Context: an optimization exercise on an open-source flow, tuned for small area, a short achievable clock period and few clock cycles. The choices shown serve that exercise and are no tape-out recipe. In this exercise RTL edits were held to simulation tests only and were not proved equivalent to the original. Power and IR drop assume default switching activity.

// CPU_top
module CPU_top(
input clk, rstn,
output imem_en,
output [63:0] imem_addr,
input [31:0] imem_rdata,
output dmem_re, dmem_we,
output [63:0] dmem_addr, dmem_wdata,
input [63:0] dmem_rdata
    );
==> flow/config.mk <==
export PLATFORM = sky130hd
export DESIGN_NAME = CPU_top
export DESIGN_NICKNAME = CPU_top
export VERILOG_FILES = /design/flow/design.v
export SDC_FILE = /design/flow/constraint.sdc
export NUM_CORES = 8
export LEC_CHECK = 0
export CAP_MARGIN = 30
export CORE_MARGIN = 2
export CORE_UTILIZATION = 55
export SLEW_MARGIN = 30
export SYNTH_HIERARCHICAL = 1
==> flow/constraint.sdc <==
create_clock -name core_clock -period 27.0 [get_ports {clk}]
set_input_delay 5.4000 -clock core_clock [delete_from_list [all_inputs] [get_ports {clk}]]
set_output_delay 5.4000 -clock core_clock [all_outputs]
set_load 0.01 [all_outputs]
standard.sh (not shown) runs the stock make flow with config.mk's settings and CLKGATE_MAP_FILE= SYNTH_SCRIPT=/design/flow/synth_recipe.tcl, a recipe that flattens the netlist after the stock synthesis.
==> flow/flow/run.sh <==
#!/bin/bash
# The standard ORFS layout (standard.sh) with these changes:
#  - before floorplanning, combinational cells synthesis sized up go back to
#    their smallest size (flow/downsize.tcl); the timing repair sizes up those
#    on critical paths again;
#  - the timing repair steps aim at more setup slack than zero, so that they
#    work on the paths that set the achieved period (SDC, clock period and I/O
#    constraints stay the standard flow's);
#  - ports are buffered with buf_4 rather than the delay cell buffer_ports
#    picks on its own;
#  - CTS clusters somewhat more sinks per leaf buffer and adds no dummy loads.
set -euo pipefail
here=$(pwd)
bash standard.sh \
  "PRE_FLOORPLAN_TCL=$here/flow/downsize.tcl" \
  SETUP_SLACK_MARGIN=20.25 \
  "BUFFER_PORTS_ARGS=-buffer_cell sky130_fd_sc_hd__buf_4" \
  "CTS_ARGS=-sink_clustering_enable -repair_clock_nets -dont_use_dummy_load -sink_clustering_size 25 -sink_clustering_max_diameter 80" \
  finish > standard.log 2>&1
==> flow/flow/downsize.tcl <==
# Before floorplanning: put combinational cells that synthesis sized up back
# at their smallest drive strength; the timing repair that follows sizes up
# the ones on critical paths again.
set db [ord::get_db]
set block [ord::get_db_block]
set n 0
foreach inst [$block getInsts] {
  set name [[$inst getMaster] getName]
  if {![regexp {^(sky130_fd_sc_hd__[a-z0-9]+)_([0-9]+)$} $name -> base size]} { continue }
  if {$size eq "0" || $size eq "1"} { continue }
  if {[regexp {__(df|edf|sdf|dl|clk|conb|tap|fill|decap|diode)} $base]} { continue }
  set small [$db findMaster ${base}_1]
  if {$small eq "NULL"} { set small [$db findMaster ${base}_0] }
  if {$small eq "NULL"} { continue }
  $inst swapMaster $small
  incr n
}
puts "downsize.tcl: $n cells set to their smallest drive strength"
Testbench counts at the start, summed over its fixed seeds: cycles 36,688.
Then changed:
--- a/flow/flow/run.sh
+++ b/flow/flow/run.sh
@@ -16 +16 @@
-  SETUP_SLACK_MARGIN=20.25 \
+  SETUP_SLACK_MARGIN=20.2 \
Outcome: Wire length drops by 3.9%. Synthesized cell count does not change. Count of clock-buffer cells in the layout drops by 2. Cell count drops by 0.57%. Sequential power stays flat. Final area drops by 0.95%. Via count drops by 1.9%. Combinational power barely changes. Die area stays the same. Worst setup slack improves by 0.062 ns. First-iteration DRC count drops by 2.1%.

* * *

fjord:
Another version of the RTL of CPU_top (not shown whole).
For scale: about 7,600 cells after synthesis, about 290 I/O pins, roughly 0.11 mm² of cells after synthesis.
Design CPU_top, start of the top module:
module CPU_top(
input clk, rstn,
output imem_en,
output [63:0] imem_addr,
input [31:0] imem_rdata,
output dmem_re, dmem_we,
output [63:0] dmem_addr, dmem_wdata,
input [63:0] dmem_rdata
    );
Settings: LEC_CHECK=0, CAP_MARGIN=30, CORE_MARGIN=2, CORE_UTILIZATION=55, SLEW_MARGIN=30, SYNTH_HIERARCHICAL=1; clock period 27.0 ns.
==> flow/flow/run.sh <==
#!/bin/bash
# The standard ORFS layout (standard.sh) with these changes:
#  - before floorplanning, combinational cells synthesis sized up go back to
#    their smallest size (flow/downsize.tcl); the timing repair sizes up those
#    on critical paths again;
#  - the timing repair steps aim at more setup slack than zero, so that they
#    work on the paths that set the achieved period (SDC, clock period and I/O
#    constraints stay the standard flow's);
#  - ports are buffered with buf_4 rather than the delay cell buffer_ports
#    picks on its own;
#  - CTS clusters somewhat more sinks per leaf buffer and adds no dummy loads.
set -euo pipefail
here=$(pwd)
bash standard.sh \
  "PRE_FLOORPLAN_TCL=$here/flow/downsize.tcl" \
  SETUP_SLACK_MARGIN=20.1 \
  "BUFFER_PORTS_ARGS=-buffer_cell sky130_fd_sc_hd__buf_4" \
  "CTS_ARGS=-sink_clustering_enable -repair_clock_nets -dont_use_dummy_load -sink_clustering_size 25 -sink_clustering_max_diameter 80" \
  finish > standard.log 2>&1
Scripts as last shown in full above: flow/flow/downsize.tcl
Both conditions hold for fjord: the flow ran to the end and the final layout passed the timing, DRC and antenna checks.
Testbench counts of fjord, summed over its fixed seeds: cycles 36,688.
Here is what was changed in the inputs of onyx compared with fjord.
--- a/flow/flow/run.sh
+++ b/flow/flow/run.sh
@@ -14,5 +14,5 @@
 bash standard.sh \
   "PRE_FLOORPLAN_TCL=$here/flow/downsize.tcl" \
-  SETUP_SLACK_MARGIN=20.1 \
+  SETUP_SLACK_MARGIN=20.35 \
   "BUFFER_PORTS_ARGS=-buffer_cell sky130_fd_sc_hd__buf_4" \
   "CTS_ARGS=-sink_clustering_enable -repair_clock_nets -dont_use_dummy_load -sink_clustering_size 25 -sink_clustering_max_diameter 80" \
--- outcome ---
- onyx finished all stages; the layout is clean.
- onyx ended with more power than fjord.
- Delta (onyx minus fjord): number of antenna violations at the first check in global routing saw an increase, initial core utilization was more or less identical.
Inputs modified between onyx and juniper:
--- a/flow/flow/run.sh
+++ b/flow/flow/run.sh
@@ -14,5 +14,5 @@
 bash standard.sh \
   "PRE_FLOORPLAN_TCL=$here/flow/downsize.tcl" \
-  SETUP_SLACK_MARGIN=20.35 \
+  SETUP_SLACK_MARGIN=20.2 \
   "BUFFER_PORTS_ARGS=-buffer_cell sky130_fd_sc_hd__buf_4" \
   "CTS_ARGS=-sink_clustering_enable -repair_clock_nets -dont_use_dummy_load -sink_clustering_size 25 -sink_clustering_max_diameter 80" \
## What came out
Measured against each other, onyx and juniper differ in final critical-path required period, the lower figure coming from juniper.
Wire length of the first global-routing pass was lower in onyx than in juniper.
As far as die area goes, onyx and juniper are indistinguishable; the numbers are identical.
Measured against each other, onyx and juniper differ in via total after detailed routing, the lower figure coming from onyx.

==> separate check: timing with driven ports <==
In the flow no input, the clock included, has a driving cell. The finished layouts below were timed again as built, in two steps. Step 1: set_driving_cell puts a clkbuf_16 on clk and a buf_2 on each other input, an assumption about the parent block. Step 2, shift: input delay + t, output delay - t, t = (earliest + latest rising clock arrival at the registers) / 2. This alone moves slack from input paths to output paths. a / b / c = ideal / step 1 / step 2; a / b = the first two.
run | t, ns | setup WS [ns] | latest minus earliest clock arrival (ns)
the first run of note 1 | 0.904 | 19.958 / 19.956 / 19.274 | 0.131 / 0.131
the second run of note 1 | 0.930 | 20.020 / 19.919 / 19.222 | 0.112 / 0.112
fjord | 0.903 | 19.883 / 19.883 / 19.225 | 0.115 / 0.115
onyx | 0.922 | 19.987 / 19.879 / 19.277 | 0.134 / 0.135
juniper | 0.914 | 19.993 / 20.016 / 19.150 | 0.125 / 0.124
After both steps every run listed still meets setup and hold. The setup slack of juniper, which loses most, moves by +0.023 ns with the drivers and by -0.843 ns with both steps.
